From an optimization exercise on the open Yosys and OpenROAD flow, aimed at small area; shortcuts taken in it are not production practice.
In this exercise RTL edits were held to simulation tests only and were not proved equivalent to the original.

==> 03-27 <==
Design Ghostbox, start of the top module:
module Ghostbox(i_clk, o_buzzer, i_uart_serial, i_mode, o_sel1, o_sel10, o_sel100, o_sevseg, i_rst);
  input [1:0] i_mode;
  input i_uart_serial;
  input i_clk;
  input i_rst;
  output o_sel1;
  output o_sel10;
  output o_sel100;
  output [6:0] o_sevseg;
  output o_buzzer;
  wire [7:0] w_byte;
  reg [3:0] r_buzz_freq;
  reg [7:0] r_sevseg_num;
  clickingNoise CLICKER_INST(i_clk, o_buzzer, r_buzz_freq, i_rst);
  UARTrx UARTRX_INST(i_clk, i_uart_serial, w_byte, i_rst);
  SEVEN_SEG SEV_SEG_INST(i_clk, o_sel1, o_sel10, o_sel100, o_sevseg, r_sevseg_num, i_rst);
  always @(posedge i_clk) begin
    if (i_rst) begin
      r_buzz_freq <= 4'd1;
      r_sevseg_num <= 8'd0;
    end else begin
      if (i_mode[0]) r_sevseg_num <= w_byte;
      if (i_mode[1]) r_buzz_freq <= w_byte[3:0];
    end
  end
endmodule
==> module clickingNoise, before the edit <==
module clickingNoise(i_clk, o_led, i_sel, i_rst);
  input i_clk;
  input [3:0] i_sel;
  output reg o_led;
  input i_rst;
  reg [19:0] r_lo;
  reg [11:0] r_hi;
  reg r_on;
  wire lo_z = ~|r_lo[18:0];
  wire carry = r_lo[19] & lo_z;
  wire lo_ge;
  gb_limit LIMIT_INST({i_sel, r_hi[5:0]}, lo_ge);
  wire ge = (i_sel == 4'd0) ? (&r_hi[11:6] & lo_ge) : (|r_hi[11:6] | lo_ge);
  wire [11:0] hi_c;
  assign hi_c[0] = carry;
  genvar gi;
  generate for (gi = 1; gi < 12; gi = gi + 1) begin : hi_chain
    assign hi_c[gi] = hi_c[gi-1] & r_hi[gi-1];
  end endgenerate
  wire done = r_on & ge;
  always @(posedge i_clk) begin
    if (i_rst) begin
      r_lo <= 20'b01100001011000011111;
      r_hi <= 12'hFFF;
      r_on <= 1'b0;
      o_led <= 1'b0;
    end else begin
      o_led <= r_on | (o_led & ~r_lo[4]);
      if (done) begin
        r_lo <= 20'b00110000101100001111;
        r_hi <= 12'hFFF;
        r_on <= 1'b0;
      end else begin
        r_lo <= {r_lo[18:0], r_lo[19] ^ r_lo[16] ^ lo_z};
        r_hi <= r_hi ^ hi_c;
        if (carry) r_on <= 1'b1;
      end
    end
  end
endmodule
==> module UARTrx, before the edit <==
module UARTrx (
    input        i_Clock,
    input        i_RX_Serial,
    output [7:0] o_RX_Byte,
    input        i_Rst
);
  localparam [3:0] IDLE = 4'b0000, START = 4'b0001, STOP = 4'b0010, CLEANUP = 4'b0011;
  reg [3:0] r_st;
  reg [12:0] r_cnt;
  reg [7:0] r_byte;
  wire tick = r_cnt[0] & ~r_cnt[1] & ~r_cnt[2] & ~r_cnt[5] & r_cnt[6] & ~r_cnt[7] & ~r_cnt[8] & r_cnt[9] & r_cnt[11];
  wire [12:0] cnt_step = {r_cnt[11:0], r_cnt[12] ^ r_cnt[2]};
  always @(posedge i_Clock) begin
    if (r_st == IDLE) r_cnt <= 13'b1000000011101;
    else if (tick) r_cnt <= 13'b0001011110100;
    else r_cnt <= cnt_step;
  end
  always @(posedge i_Clock) begin
    if (i_Rst) begin
      r_st <= IDLE;
      r_byte <= 8'd0;
    end else begin
      case (r_st)
        IDLE: if (!i_RX_Serial) r_st <= START;
        START: if (tick) r_st <= i_RX_Serial ? IDLE : 4'b1000;
        STOP: if (tick) r_st <= CLEANUP;
        CLEANUP: r_st <= IDLE;
        default: if (tick) begin
          r_byte[r_st[2:0]] <= i_RX_Serial;
          r_st <= (r_st == 4'b1111) ? STOP : {1'b1, r_st[2] ^ (r_st[1] & r_st[0]), r_st[1] ^ r_st[0], ~r_st[0]};
        end
      endcase
    end
  end
  assign o_RX_Byte = r_byte;
endmodule
==> module SEVEN_SEG, before the edit <==
module SEVEN_SEG(i_clk, o_led, o_led2, o_led3, o_seg, num, i_rst);
  input wire i_clk;
  output wire o_led;
  output wire o_led2;
  output wire o_led3;
  output wire [6:0] o_seg;
  input [7:0] num;
  input wire i_rst;
  reg [10:0] r_pre;
  reg [1:0] r_sel;
  reg [3:0] bcd;
  reg [3:0] r_prev;    
  wire pre_z = ~|r_pre[9:0];
  wire pre_carry = r_pre[10] & pre_z;
  always @(posedge i_clk) begin
    if (i_rst) begin
      r_pre <= 11'd0;
      r_sel <= 2'd0;
    end else begin
      r_pre <= {r_pre[9:0], r_pre[10] ^ r_pre[8] ^ pre_z};
      r_sel <= {r_sel[1] ^ (pre_carry & r_sel[0]), r_sel[0] ^ pre_carry};
    end
  end
  wire [3:0] digit;
  gb_digit DIGIT_INST({r_sel, num}, digit);
  always @(posedge i_clk) begin
    if (i_rst) begin
      bcd <= 4'd0;
      r_prev <= 4'd8;
    end else if (r_sel != 2'b00) begin
      bcd <= digit;
      r_prev <= bcd;
    end
  end
  gb_sevseg SEG_INST(r_prev, o_seg);
  assign o_led = !(r_sel == 2'b11);
  assign o_led2 = !(r_sel == 2'b01);
  assign o_led3 = !(r_sel == 2'b10);
endmodule
==> flow/config.mk <==
export PLATFORM = sky130hd
export DESIGN_NAME = Ghostbox
export DESIGN_NICKNAME = Ghostbox
export VERILOG_FILES = /design/flow/design.v
export SDC_FILE = /design/flow/constraint.sdc
export NUM_CORES = 4
export LEC_CHECK = 0
export CAP_MARGIN = 20
export CORE_MARGIN = 2
export CORE_UTILIZATION = 40
export PLACE_DENSITY = 0.6
export SLEW_MARGIN = 20
==> flow/constraint.sdc <==
create_clock -name core_clock -period 80.0 [get_ports {i_clk}]
set_input_delay 16.0000 -clock core_clock [delete_from_list [all_inputs] [get_ports {i_clk}]]
set_output_delay 16.0000 -clock core_clock [all_outputs]
set_load 0.01 [all_outputs]
standard.sh (not shown) runs the stock make flow with config.mk's settings and CLKGATE_MAP_FILE= SYNTH_SCRIPT=/design/flow/synth_recipe.tcl, a recipe that flattens the netlist after the stock synthesis.
==> flow/flow/run.sh <==
#!/bin/bash
# Layout flow: the standard synthesis, then its combinational logic re-mapped for
# area (flip-flops untouched), then the standard ORFS layout steps with
# small port buffers and no CTS dummy loads. Each tool's output goes to a log here.
set -euo pipefail
R=$PWD/orfs/results/sky130hd/Ghostbox/base
LIB=$FLOW_HOME/platforms/sky130hd/lib/sky130_fd_sc_hd__tt_025C_1v80.lib
bash standard.sh synth > synth.log 2>&1
cp "$R/1_2_yosys.v" std_1_2_yosys.v
ABCSCRIPT="${ABCSCRIPT:-strash;&get -n;&deepsyn -T 200;&put;dch;map -a;topo}" \
  bash flow/reopt.sh std_1_2_yosys.v "$R/1_2_yosys.v" "$LIB" > reopt.log 2>&1
rm -f "$R/1_synth.odb" "$R/1_synth.sdc"
export BUFFER_PORTS_ARGS="-buffer_cell sky130_fd_sc_hd__buf_1"
export CTS_ARGS="-sink_clustering_enable -repair_clock_nets -dont_use_dummy_load"
bash standard.sh finish > layout.log 2>&1
==> flow/flow/reopt.sh <==
#!/bin/bash
# reopt.sh IN.v OUT.v LIB SECONDS : re-optimise the combinational logic of a mapped
# netlist with ABC deepsyn, keeping every flip-flop instance (name, cell, pins) as is.
set -euo pipefail
IN=$1; OUT=$2; LIB=$3; T=${4:-120}
DU="sky130_fd_sc_hd__probe_p_8 sky130_fd_sc_hd__probec_p_8 sky130_fd_sc_hd__lpflow_bleeder_1 sky130_fd_sc_hd__lpflow_clkbufkapwr_1 sky130_fd_sc_hd__lpflow_clkbufkapwr_16 sky130_fd_sc_hd__lpflow_clkbufkapwr_2 sky130_fd_sc_hd__lpflow_clkbufkapwr_4 sky130_fd_sc_hd__lpflow_clkbufkapwr_8 sky130_fd_sc_hd__lpflow_clkinvkapwr_1 sky130_fd_sc_hd__lpflow_clkinvkapwr_16 sky130_fd_sc_hd__lpflow_clkinvkapwr_2 sky130_fd_sc_hd__lpflow_clkinvkapwr_4 sky130_fd_sc_hd__lpflow_clkinvkapwr_8 sky130_fd_sc_hd__lpflow_decapkapwr_12 sky130_fd_sc_hd__lpflow_decapkapwr_3 sky130_fd_sc_hd__lpflow_decapkapwr_4 sky130_fd_sc_hd__lpflow_decapkapwr_6 sky130_fd_sc_hd__lpflow_decapkapwr_8 sky130_fd_sc_hd__lpflow_inputiso0n_1 sky130_fd_sc_hd__lpflow_inputiso0p_1 sky130_fd_sc_hd__lpflow_inputiso1n_1 sky130_fd_sc_hd__lpflow_inputiso1p_1 sky130_fd_sc_hd__lpflow_inputisolatch_1 sky130_fd_sc_hd__lpflow_isobufsrc_1 sky130_fd_sc_hd__lpflow_isobufsrc_16 sky130_fd_sc_hd__lpflow_isobufsrc_2 sky130_fd_sc_hd__lpflow_isobufsrc_4 sky130_fd_sc_hd__lpflow_isobufsrc_8 sky130_fd_sc_hd__lpflow_isobufsrckapwr_16 sky130_fd_sc_hd__lpflow_lsbuf_lh_hl_isowell_tap_1 sky130_fd_sc_hd__lpflow_lsbuf_lh_hl_isowell_tap_2 sky130_fd_sc_hd__lpflow_lsbuf_lh_hl_isowell_tap_4 sky130_fd_sc_hd__lpflow_lsbuf_lh_isowell_4 sky130_fd_sc_hd__lpflow_lsbuf_lh_isowell_tap_1 sky130_fd_sc_hd__lpflow_lsbuf_lh_isowell_tap_2 sky130_fd_sc_hd__lpflow_lsbuf_lh_isowell_tap_4 sky130_fd_sc_hd__fill_1 sky130_fd_sc_hd__fill_2 sky130_fd_sc_hd__fill_4 sky130_fd_sc_hd__fill_8 sky130_fd_sc_hd__einvn_0 sky130_fd_sc_hd__einvn_1 sky130_fd_sc_hd__einvn_2 sky130_fd_sc_hd__einvn_4 sky130_fd_sc_hd__einvn_8 sky130_fd_sc_hd__einvp_1 sky130_fd_sc_hd__einvp_2 sky130_fd_sc_hd__einvp_4 sky130_fd_sc_hd__einvp_8 sky130_fd_sc_hd__ebufn_1 sky130_fd_sc_hd__ebufn_2 sky130_fd_sc_hd__ebufn_4 sky130_fd_sc_hd__ebufn_8"
DUA=""
for c in $DU; do DUA="$DUA -dont_use $c"; done
W=$(mktemp -d "$PWD/reopt.XXXX")
if [ -n "${ABCSCRIPT:-}" ]; then
  echo "$ABCSCRIPT" | tr ';' '\n' > "$W/deep.abc"
else
cat > "$W/deep.abc" <<EOF
strash
&get -n
&deepsyn -T $T
&put
dch
map -a
topo
EOF
fi
cat > "$W/ff.v" <<EOF
(* blackbox *)
module sky130_fd_sc_hd__dfxtp_1(input CLK, input D, output Q);
endmodule
EOF
cat > "$W/reopt.ys" <<EOF
read_verilog -lib $W/ff.v
read_liberty -ignore_redef -ignore_miss_func $LIB
read_verilog $IN
hierarchy -top Ghostbox
flatten
opt_clean -purge
tee -o $W/before.txt stat -liberty $LIB
abc -liberty $LIB $DUA -script $W/deep.abc
read_liberty -lib -ignore_redef $LIB
opt_clean -purge
hilomap -singleton -hicell sky130_fd_sc_hd__conb_1 HI -locell sky130_fd_sc_hd__conb_1 LO
insbuf -buf sky130_fd_sc_hd__buf_4 A X
splitnets
opt_clean -purge
check -assert
tee -o $W/after.txt stat -liberty $LIB
write_verilog -noattr -nohex -nodec $OUT
EOF
yosys -q -l "$W/yosys.log" "$W/reopt.ys"
grep "Chip area" "$W/before.txt" "$W/after.txt"
==> 04-25 (differences from 03-27) <==
--- a/flow/design.v
+++ b/flow/design.v
@@ -3,11 +3,12 @@
   input [3:0] i_sel;
   output reg o_led;
   input i_rst;
-  reg [19:0] r_lo;
+  reg [19:0] r_lo;    
+  wire [19:0] lo = r_lo ^ 20'b10101010101010101010;
   reg [11:0] r_hi;
   reg r_on;
-  wire lo_z = ~|r_lo[18:0];
-  wire carry = r_lo[19] & lo_z;
+  wire lo_z = ~|lo[18:0];
+  wire carry = lo[19] & lo_z;
   wire lo_ge;
   gb_limit LIMIT_INST({i_sel, r_hi[5:0]}, lo_ge);
   wire ge = (i_sel == 4'd0) ? (&r_hi[11:6] & lo_ge) : (|r_hi[11:6] | lo_ge);
@@ -20,18 +21,18 @@
   wire done = r_on & ge;
   always @(posedge i_clk) begin
     if (i_rst) begin
-      r_lo <= 20'b01100001011000011111;
+      r_lo <= 20'b11001011110010110101;
       r_hi <= 12'hFFF;
       r_on <= 1'b0;
       o_led <= 1'b0;
     end else begin
-      o_led <= r_on | (o_led & ~r_lo[4]);
+      o_led <= r_on | (o_led & ~lo[4]);
       if (done) begin
-        r_lo <= 20'b00110000101100001111;
+        r_lo <= 20'b10011010000110100101;
         r_hi <= 12'hFFF;
         r_on <= 1'b0;
       end else begin
-        r_lo <= {r_lo[18:0], r_lo[19] ^ r_lo[16] ^ lo_z};
+        r_lo <= {lo[18:0], lo[19] ^ lo[16] ^ lo_z} ^ 20'b10101010101010101010;
         r_hi <= r_hi ^ hi_c;
         if (carry) r_on <= 1'b1;
       end
@@ -90,14 +91,15 @@
 );
   localparam [3:0] IDLE = 4'b0000, START = 4'b0001, STOP = 4'b0010, CLEANUP = 4'b0011;
   reg [3:0] r_st;
-  reg [12:0] r_cnt;
+  reg [12:0] r_cnt;    
+  wire [12:0] cnt = r_cnt ^ 13'b0101010101010;
   reg [7:0] r_byte;
-  wire tick = r_cnt[0] & ~r_cnt[1] & ~r_cnt[2] & ~r_cnt[5] & r_cnt[6] & ~r_cnt[7] & ~r_cnt[8] & r_cnt[9] & r_cnt[11];
-  wire [12:0] cnt_step = {r_cnt[11:0], r_cnt[12] ^ r_cnt[2]};
+  wire tick = ~cnt[0] & ~cnt[2] & cnt[4] & ~cnt[7] & ~cnt[8] & ~cnt[9] & ~cnt[10] & cnt[11] & ~cnt[12];
+  wire [12:0] cnt_step = {cnt[11:0], cnt[12] ^ cnt[5]};
   always @(posedge i_Clock) begin
-    if (r_st == IDLE) r_cnt <= 13'b1000000011101;
-    else if (tick) r_cnt <= 13'b0001011110100;
-    else r_cnt <= cnt_step;
+    if (r_st == IDLE) r_cnt <= 13'b0100100001110;
+    else if (tick) r_cnt <= 13'b0101001001110;
+    else r_cnt <= cnt_step ^ 13'b0101010101010;
   end
   always @(posedge i_Clock) begin
     if (i_Rst) begin
@@ -126,18 +128,19 @@
   output wire [6:0] o_seg;
   input [7:0] num;
   input wire i_rst;
-  reg [10:0] r_pre;
+  reg [10:0] r_pre;    
+  wire [10:0] pre = r_pre ^ 11'b01010101010;
   reg [1:0] r_sel;
   reg [3:0] bcd;
   reg [3:0] r_prev;    
-  wire pre_z = ~|r_pre[9:0];
-  wire pre_carry = r_pre[10] & pre_z;
+  wire pre_z = ~|pre[9:0];
+  wire pre_carry = pre[10] & pre_z;
   always @(posedge i_clk) begin
     if (i_rst) begin
-      r_pre <= 11'd0;
+      r_pre <= 11'b01010101010;
       r_sel <= 2'd0;
     end else begin
-      r_pre <= {r_pre[9:0], r_pre[10] ^ r_pre[8] ^ pre_z};
+      r_pre <= {pre[9:0], pre[10] ^ pre[8] ^ pre_z} ^ 11'b01010101010;
       r_sel <= {r_sel[1] ^ (pre_carry & r_sel[0]), r_sel[0] ^ pre_carry};
     end
   end
==> flow/flow/run.sh (replaced) <==
#!/bin/bash
# Layout flow: the standard synthesis, then its combinational logic re-mapped for
# area (flip-flops untouched), then the standard ORFS layout steps with
# small port buffers and a lighter clock tree. Each tool's output goes to a log here.
set -euo pipefail
R=$PWD/orfs/results/sky130hd/Ghostbox/base
LIB=$FLOW_HOME/platforms/sky130hd/lib/sky130_fd_sc_hd__tt_025C_1v80.lib
ABCSCRIPT=""; DEEPT=300
export BUFFER_PORTS_ARGS="-buffer_cell sky130_fd_sc_hd__buf_1"
export CTS_ARGS="-sink_clustering_enable -repair_clock_nets -dont_use_dummy_load"
[ -f flow/params.sh ] && source flow/params.sh
bash standard.sh synth > synth.log 2>&1
cp "$R/1_2_yosys.v" std_1_2_yosys.v
ABCSCRIPT="$ABCSCRIPT" bash flow/reopt.sh std_1_2_yosys.v "$R/1_2_yosys.v" "$LIB" "$DEEPT" > reopt.log 2>&1
rm -f "$R/1_synth.odb" "$R/1_synth.sdc"
bash standard.sh finish > layout.log 2>&1
==> flow/flow/params.sh (new file) <==
ABCSCRIPT="strash;dch;map -a;topo"
CTS_ARGS="$CTS_ARGS -buf_list sky130_fd_sc_hd__clkbuf_16"
==> flow/flow/reopt.sh (replaced) <==
#!/bin/bash
# reopt.sh IN.v OUT.v LIB SECONDS : re-optimise the combinational logic of a mapped
# netlist with ABC deepsyn, keeping every flip-flop instance (name, cell, pins) as is.
set -euo pipefail
IN=$(realpath "$1"); OUT=$2; LIB=$3; T=${4:-120}
DU="sky130_fd_sc_hd__probe_p_8 sky130_fd_sc_hd__probec_p_8 sky130_fd_sc_hd__lpflow_bleeder_1 sky130_fd_sc_hd__lpflow_clkbufkapwr_1 sky130_fd_sc_hd__lpflow_clkbufkapwr_16 sky130_fd_sc_hd__lpflow_clkbufkapwr_2 sky130_fd_sc_hd__lpflow_clkbufkapwr_4 sky130_fd_sc_hd__lpflow_clkbufkapwr_8 sky130_fd_sc_hd__lpflow_clkinvkapwr_1 sky130_fd_sc_hd__lpflow_clkinvkapwr_16 sky130_fd_sc_hd__lpflow_clkinvkapwr_2 sky130_fd_sc_hd__lpflow_clkinvkapwr_4 sky130_fd_sc_hd__lpflow_clkinvkapwr_8 sky130_fd_sc_hd__lpflow_decapkapwr_12 sky130_fd_sc_hd__lpflow_decapkapwr_3 sky130_fd_sc_hd__lpflow_decapkapwr_4 sky130_fd_sc_hd__lpflow_decapkapwr_6 sky130_fd_sc_hd__lpflow_decapkapwr_8 sky130_fd_sc_hd__lpflow_inputiso0n_1 sky130_fd_sc_hd__lpflow_inputiso0p_1 sky130_fd_sc_hd__lpflow_inputiso1n_1 sky130_fd_sc_hd__lpflow_inputiso1p_1 sky130_fd_sc_hd__lpflow_inputisolatch_1 sky130_fd_sc_hd__lpflow_isobufsrc_1 sky130_fd_sc_hd__lpflow_isobufsrc_16 sky130_fd_sc_hd__lpflow_isobufsrc_2 sky130_fd_sc_hd__lpflow_isobufsrc_4 sky130_fd_sc_hd__lpflow_isobufsrc_8 sky130_fd_sc_hd__lpflow_isobufsrckapwr_16 sky130_fd_sc_hd__lpflow_lsbuf_lh_hl_isowell_tap_1 sky130_fd_sc_hd__lpflow_lsbuf_lh_hl_isowell_tap_2 sky130_fd_sc_hd__lpflow_lsbuf_lh_hl_isowell_tap_4 sky130_fd_sc_hd__lpflow_lsbuf_lh_isowell_4 sky130_fd_sc_hd__lpflow_lsbuf_lh_isowell_tap_1 sky130_fd_sc_hd__lpflow_lsbuf_lh_isowell_tap_2 sky130_fd_sc_hd__lpflow_lsbuf_lh_isowell_tap_4 sky130_fd_sc_hd__fill_1 sky130_fd_sc_hd__fill_2 sky130_fd_sc_hd__fill_4 sky130_fd_sc_hd__fill_8 sky130_fd_sc_hd__einvn_0 sky130_fd_sc_hd__einvn_1 sky130_fd_sc_hd__einvn_2 sky130_fd_sc_hd__einvn_4 sky130_fd_sc_hd__einvn_8 sky130_fd_sc_hd__einvp_1 sky130_fd_sc_hd__einvp_2 sky130_fd_sc_hd__einvp_4 sky130_fd_sc_hd__einvp_8 sky130_fd_sc_hd__ebufn_1 sky130_fd_sc_hd__ebufn_2 sky130_fd_sc_hd__ebufn_4 sky130_fd_sc_hd__ebufn_8"
DUA=""
for c in $DU; do DUA="$DUA -dont_use $c"; done
run_one() {
W=$1; S=$2
mkdir -p "$W"
echo "$S" | tr ';' '\n' > "$W/deep.abc"
cat > "$W/ff.v" <<EOF
(* blackbox *)
module sky130_fd_sc_hd__dfxtp_1(input CLK, input D, output Q);
endmodule
EOF
cat > "$W/reopt.ys" <<EOF
read_verilog -lib $W/ff.v
read_liberty -ignore_redef -ignore_miss_func $LIB
read_verilog $IN
hierarchy -top Ghostbox
flatten
opt_clean -purge
tee -o $W/before.txt stat -liberty $LIB
abc -liberty $LIB $DUA -script $W/deep.abc
read_liberty -lib -ignore_redef $LIB
opt_clean -purge
hilomap -singleton -hicell sky130_fd_sc_hd__conb_1 HI -locell sky130_fd_sc_hd__conb_1 LO
insbuf -buf sky130_fd_sc_hd__buf_4 A X
splitnets
opt_clean -purge
check -assert
tee -o $W/after.txt stat -liberty $LIB
write_verilog -noattr -nohex -nodec $W/out.v
EOF
yosys -q -l "$W/yosys.log" "$W/reopt.ys"
awk '/Chip area/ {print $NF}' "$W/after.txt" > "$W/area.txt"
}
# candidate scripts: deepsyn with different seeds, then different mappers
SCRIPTS=(
"strash;&get -n;&deepsyn -T $T -S 1;&put;dch -p;amap;topo"
"strash;&get -n;&deepsyn -T $T -S 2;&put;amap;topo"
"strash;&get -n;&deepsyn -T $T -S 3;&put;dc2;dch;amap;topo"
"strash;&get -n;&deepsyn -T $T -S 4;&put;dch;map -a;topo"
)
if [ -n "${ABCSCRIPT:-}" ]; then SCRIPTS=("$ABCSCRIPT"); fi
B=$(mktemp -d "$PWD/reopt.XXXX")
i=0
for S in "${SCRIPTS[@]}"; do
  run_one "$B/c$i" "$S" > "$B/c$i.log" 2>&1 &
  i=$((i+1))
done
wait
best=""; ba=""
for d in "$B"/c*/; do
  [ -s "$d/area.txt" ] || continue
  a=$(cat "$d/area.txt"); echo "candidate $d: $a ($(head -c 300 "$d/deep.abc" | tr '\n' ';'))"
  if [ -z "$ba" ] || awk "BEGIN{exit !($a < $ba)}"; then ba=$a; best=$d; fi
done
[ -n "$best" ] || { echo "no candidate"; exit 1; }
echo "best: $best $ba"
grep "Chip area" "$best/before.txt"
cp "$best/out.v" "$OUT"
CORE_UTILIZATION = 70   (was 40)
PLACE_DENSITY = 0.85   (was 0.6)
==> 06-07 (differences from 03-27) <==
==> flow/run.sh (new file) <==
#!/bin/bash
# synth_recipe.tcl (not shown) runs the flow's synth.tcl, then flattens the netlist and writes it again
# the make line also repeats each setting of config.mk as NAME=value (left out here)
make -C /OpenROAD-flow-scripts/flow DESIGN_CONFIG=/design/flow/config.mk WORK_HOME=/design/flow/orfs CLKGATE_MAP_FILE= SYNTH_SCRIPT=/design/flow/synth_recipe.tcl finish
removed: flow/flow/run.sh
removed: flow/flow/reopt.sh
removed: flow/standard.sh
==> qor.csv <==
metric,value,unit
status,timing/DRC/antenna clean,
met1_usage,20.9,%
rows,35,
slowest_stage,nor2_1,
p_comb,0.00000280,W
avgRoutedWirePerCell,11.9,um
hold_depth,2,
grt_usage,16.1,%
fin_cells,646,
setup_slack,62.32,ns
biggestCellCategory,flip-flops and latches,
grt_pass1_wl,13400,um
drive_gt1_share,2.99,%
rrSetupSlack,76.70,ns
Source of the figures above: 03-27

==> qor.csv <==
metric,value,unit
status,timing/DRC/antenna clean,
grt_pass1_wl,14200,um
fin_cells,612,
slowest_stage,clkdlybuf4s50_1,
rrSetupSlack,76.70,ns
clockPowerShare,30.9,%
grt_usage,15.1,%
met1_usage,20.4,%
biggestCellCategory,multi-input combinational cells,
hold_depth,1,
totalWireLength,7870,um
avgRoutedWirePerCell,12.9,um
endpoint,o_sevseg[5],
drive_gt1_share,6.30,%
cp-end-kind,output port,
rows,37,
Source of the figures above: 06-07

==> qor.csv <==
metric,value,unit
diodes,0,
hold_depth,1,
met2WireLength,4300,um
avgRoutedWirePerCell,14.2,um
worstMarginPinSlew,0.698,ns
status,timing/DRC/antenna clean,
place_inst,609,
rows,27,
fin_cells,618,
totalWireLength,8780,um
grt_usage,30.5,%
met1_usage,37.3,%
rr_worst_depth,18,
grt_pass1_wl,15000,um
bufAreaShareNonClock,1.51,%
p_comb,0.0000136,W
rrSetupSlack,76.69,ns
drive_gt1_share,3.11,%
slowest_stage,clkinv_1,
setup_slack,62.04,ns
Source of the figures above: 04-25

static timing again, ports no longer ideal:
The results above use ideal ports. As a check the final layouts listed here were re-extracted and re-timed, cells and wires unchanged.
Step 1: set_driving_cell puts a clkbuf_16 on i_clk and a buf_2 on each other input, an assumption about the parent block.
Step 2, shift: input delay + t, output delay - t, t = (earliest + latest rising clock arrival at the registers) / 2. This alone moves slack from input paths to output paths.
a / b / c = ideal ports / drivers / drivers and shift; a / b = the first two.
run | t, ns | slack for setup (ns) | latest minus earliest clock arrival (ns)
03-27 | 0.369 | 62.324 / 62.335 / 61.966 | 0.030 / 0.031
04-25 | 0.366 | 62.037 / 62.046 / 61.679 | 0.015 / 0.015
06-07 | 0.385 | 61.612 / 61.580 / 61.965 | 0.015 / 0.016
After both steps setup and hold are still met in every run listed.
